Background: an optimization exercise with open tools, aiming at small area. Do not read the settings as production practice.
In this exercise RTL edits were held to simulation tests only and were not proved equivalent to the original.
Power is estimated from default activity; no workload was simulated.

## north
==> flow/design.v (excerpt) <==
module fpga_bridge
(
    input  wire        sys_clk,
    input  wire        sys_rst,
    input  wire        avl_waitrequest,
    output wire [31:0] avl_address,
    output wire        avl_read,
    output wire        avl_write,
    output wire [31:0] avl_writedata,
    output wire [3:0]  avl_byteenable,
    output wire [7:0]  avl_burstcount,
    input  wire        avl_readdatavalid,
    input  wire [31:0] avl_readdata,
    input  wire        st_valid,
    output wire        st_ready,
    input  wire [31:0] st_data,
    input  wire        st_startofpacket,
    input  wire        st_endofpacket,
    input  wire        s_cyc,
    input  wire        s_stb,
    input  wire [31:0] s_adr,
    input  wire        s_we,
    input  wire [31:0] s_dat_ms,
    input  wire [3:0]  s_sel,
    input  wire [2:0]  s_cti,
    input  wire [1:0]  s_bte,
    output wire        s_ack,
    output wire [31:0] s_dat_sm,
    output wire        s_err,
    output wire        s_rty,
    output wire        m_cyc,
    output wire        m_stb,
    output wire [31:0] m_adr,
    output wire        m_we,
    output wire [31:0] m_dat_ms,
    output wire [3:0]  m_sel,
    output wire [2:0]  m_cti,
    output wire [1:0]  m_bte,
    input  wire        m_ack,
    input  wire [31:0] m_dat_sm,
    input  wire        m_err,
    input  wire        m_rty,
    input  wire [31:0] img_addr
);
Size: roughly 3700 cells after synthesis, roughly 1600 flip-flops, about 400 I/O pins, ~0.061 mm^2 of cells after synthesis.
==> flow/config.mk <==
export PLATFORM = sky130hd
export DESIGN_NAME = fpga_bridge
export DESIGN_NICKNAME = fpga_bridge
export VERILOG_FILES = /design/flow/design.v
export SDC_FILE = /design/flow/constraint.sdc
export NUM_CORES = 4
export LEC_CHECK = 0
export CAP_MARGIN = 5
export CORE_MARGIN = 2
export CORE_UTILIZATION = 40
export SLEW_MARGIN = 5
==> flow/constraint.sdc <==
create_clock -name core_clock -period 10.0 [get_ports {sys_clk}]
set_input_delay 2.0000 -clock core_clock [delete_from_list [all_inputs] [get_ports {sys_clk}]]
set_output_delay 2.0000 -clock core_clock [all_outputs]
set_load 0.01 [all_outputs]
standard.sh (not shown) runs the stock make flow with config.mk's settings and CLKGATE_MAP_FILE= SYNTH_SCRIPT=/design/flow/synth_recipe.tcl, a recipe that flattens the netlist after the stock synthesis.
==> flow/flow/run.sh <==
#!/bin/bash
# Standard ORFS layout (the standard.sh, unchanged synthesis), with:
#  - port buffers made of sky130_fd_sc_hd__buf_1 instead of the default cell,
#  - a clock tree of small clock buffers, larger sink clusters, no dummy loads,
#  - synthesis buffers removed before placement.
# Each step's full output goes to a log file in this folder.
set -euo pipefail
export BUFFER_PORTS_ARGS="-buffer_cell sky130_fd_sc_hd__buf_1"
export CTS_ARGS="-sink_clustering_enable -repair_clock_nets -dont_use_dummy_load -buf_list sky130_fd_sc_hd__clkbuf_4 -sink_clustering_size 10 -sink_clustering_max_diameter 40"
export REMOVE_ABC_BUFFERS=1
bash standard.sh synth > synth.log 2>&1
bash standard.sh finish > layout.log 2>&1
Inputs modified between north and south:
-- flow/design.v --
<<< north, line 167
reg [3:0] r_wcnt;
reg [5:0] r_rcnt;
reg [ADDR_WIDTH-1:0] r_avl_base;
reg [3:0] r_burst_avl_wr;
reg [4:0] r_burst_count;
>>> south, line 167
reg [3:0] r_wcnt;
reg [5:0] r_rcnt;
reg [3:0] r_burst_avl_wr;
reg [4:0] r_burst_count;
<<< north, line 174
wire [4:0] idx = wb_pending_write ? {1'b0, r_wcnt} : r_rcnt[4:0];
wire match_addr = (s_adr == {r_base[ADDR_WIDTH-1:2] + idx, r_base[1:0]});
reg [DATA_WIDTH-1:0] wf_mem [0:7];
reg [2:0] wf_wp, wf_rp;
reg wf_full, wf_empty;
wire wf_write = wb_pending_write && valid_write_req && match_addr;
wire wf_read  = (r_avl_state == WR_BURST) && !avl_waitrequest;
always @(posedge clk)
if (wf_write && !wf_full)
    wf_mem[wf_wp] <= s_dat_ms;
always @(posedge clk)
if (rst)
>>> south, line 173
wire [4:0] idx = wb_pending_write ? {1'b0, r_wcnt} : r_rcnt[4:0];
wire match_addr = (s_adr == {r_base[ADDR_WIDTH-1:2] + idx, r_base[1:0]});
reg [2:0] wf_wp, wf_rp;
reg wf_full, wf_empty;
wire wf_write = wb_pending_write && valid_write_req && match_addr;
wire wf_read  = (r_avl_state == WR_BURST) && !avl_waitrequest;
wire wf_put   = wf_write && !wf_full;
always @(posedge clk)
if (rst)
<<< north, line 192
else
begin
    if (wf_write && !wf_full)
        wf_wp <= wf_wp + 1'b1;
    if (wf_read && !wf_empty)
>>> south, line 188
else
begin
    if (wf_put)
        wf_wp <= wf_wp + 1'b1;
    if (wf_read && !wf_empty)
<<< north, line 205
        wf_empty <= 1'b0;
end
reg [DATA_WIDTH-1:0] rf_mem [0:31];
wire rf_empty = (r_rcnt == (avl_pending_read ? {1'b0, r_burst_count} : 6'd32));
wire rf_write = avl_pending_read && avl_readdatavalid;
>>> south, line 201
        wf_empty <= 1'b0;
end
wire wr_run_end = wb_pending_write && !wb_avail_write &&
                  (wf_full || (valid_write_req && !match_addr) || valid_read_req);
reg [DATA_WIDTH-1:0] rf_mem [0:31];
wire [DATA_WIDTH-1:0] rf_wdata = avl_pending_read ? avl_readdata : s_dat_ms;
wire rf_empty = (r_rcnt == (avl_pending_read ? {1'b0, r_burst_count} : 6'd32));
wire rf_write = avl_pending_read && avl_readdatavalid;
<<< north, line 218
generate
for (gi = 1; gi < 32; gi = gi + 1) begin : g_rf
    always @(posedge clk)
    if (rf_write && (r_burst_count == gi))
        rf_mem[gi] <= avl_readdata;
end
endgenerate
>>> south, line 217
generate
for (gi = 1; gi < 32; gi = gi + 1) begin : g_rf
    if (gi >= 8 && gi < 16) begin : g_shared
        always @(posedge clk)
        if ((rf_write && (r_burst_count == gi)) || (wf_put && (wf_wp == gi - 8)))
            rf_mem[gi] <= rf_wdata;
    end
    else if (gi == 16) begin : g_base
        always @(posedge clk)
        if (wr_run_end)
            rf_mem[gi] <= r_base;
        else if (rf_write && (r_burst_count == gi))
            rf_mem[gi] <= avl_readdata;
    end
    else begin : g_rd
        always @(posedge clk)
        if (rf_write && (r_burst_count == gi))
            rf_mem[gi] <= avl_readdata;
    end
end
endgenerate
<<< north, line 266
            r_avl_state <= AVL_IDLE;
    endcase
wire [ADDR_WIDTH-1:0] wr_addr = {r_avl_base[ADDR_WIDTH-1:2] + r_burst_count[2:0], r_avl_base[1:0]};
assign avl_address    = img_addr + ((r_avl_state == WR_BURST) ? wr_addr : s_adr);
>>> south, line 279
            r_avl_state <= AVL_IDLE;
    endcase
wire [ADDR_WIDTH-1:0] r_avl_base = rf_mem[16];
wire [ADDR_WIDTH-1:0] wr_addr = {r_avl_base[ADDR_WIDTH-1:2] + r_burst_count[2:0], r_avl_base[1:0]};
assign avl_address    = img_addr + ((r_avl_state == WR_BURST) ? wr_addr : s_adr);
<<< north, line 271
                        !(wb_pending_write || wb_avail_write);
assign avl_write      = (r_avl_state == WR_BURST) && !wf_empty;
assign avl_writedata  = wf_mem[wf_rp];
assign avl_byteenable = '1;
assign avl_burstcount = (r_avl_state == WR_BURST) ? {4'd0, r_burst_avl_wr} : AVL_BURST_LENGTH;
wire wr_run_end = wb_pending_write && !wb_avail_write &&
                  (wf_full || (valid_write_req && !match_addr) || valid_read_req);
always @(posedge clk)
if (rst)
>>> south, line 285
                        !(wb_pending_write || wb_avail_write);
assign avl_write      = (r_avl_state == WR_BURST) && !wf_empty;
wire [4:0] rf_ridx = (r_avl_state == WR_BURST) ? {2'b01, wf_rp} : r_rcnt[4:0];
wire [DATA_WIDTH-1:0] rf_rdata = rf_mem[rf_ridx];
assign avl_writedata  = rf_rdata;
assign avl_byteenable = '1;
assign avl_burstcount = (r_avl_state == WR_BURST) ? {4'd0, r_burst_avl_wr} : AVL_BURST_LENGTH;
always @(posedge clk)
if (rst)
<<< north, line 310
    if (wr_run_end)
    begin
        r_avl_base     <= r_base;
        r_burst_avl_wr <= r_wcnt;
    end
>>> south, line 324
    if (wr_run_end)
    begin
        r_burst_avl_wr <= r_wcnt;
    end
<<< north, line 343
end
assign s_ack    = wb_read_ack || wb_write_ack;
assign s_dat_sm = rf_mem[r_rcnt[4:0]];
assign s_err    = 1'b0;
assign s_rty    = 1'b0;
>>> south, line 356
end
assign s_ack    = wb_read_ack || wb_write_ack;
assign s_dat_sm = wb_pending_write ? rf_mem[0] : rf_rdata;
assign s_err    = 1'b0;
assign s_rty    = 1'b0;
Notes after the runs:
- south went all the way through synthesis, placement and routing and the layout is clean on timing, DRC and antenna.
- Diff north and south: sequential share of the synthesized area lower in south
- Against north, sequential logic power in south fell by more than 10%.
- [south] non-clock buffer count rose 24 relative to north
- | critical path's largest stage delay | south vs north | 0.15 ns higher |
- Diff north -> south: area used by sequential logic in the layout went down by about 20%; global-route usage went up by 0.87 points; fraction of power consumed by the clock network went down by 1.0 points; final core area utilization went up by 0.17 points; cell count went down by 478.
- Between north and south, the flow reports number of flip-flops and latches in the synthesized netlist decreasing by more than 10%.
- Between south and north, it is south whose post-route cell area is lower, by about 14%.
- south: number of clock buffers in the layout about 16% below north

port drivers added, routing unchanged:
The results above use ideal ports. As a check the final layouts listed here were re-extracted and re-timed, cells and wires unchanged. Step 1: set_driving_cell puts a clkbuf_16 on sys_clk and a buf_2 on each other input, an assumption about the parent block. Step 2 moves the port delays by t, midway between the first and last clock arrival at a register: inputs arrive t later, outputs are due t later. That takes back most of the time a late clock gives input paths. Slacks: ideal / step 1 / step 2; pairs: ideal / step 1.
run	t, ns	slack for setup (ns)	latest minus earliest clock arrival (ns)	slew at the worst register clock pin (ns)	worst data-port slew with drivers (ns)
north	1.232	1.498 / 1.422 / 2.305	0.160 / 0.160	0.11 / 0.11	0.16
south	1.189	1.671 / 1.591 / 2.740	0.218 / 0.218	0.11 / 0.11	0.13
After both steps every run listed still meets setup and hold.
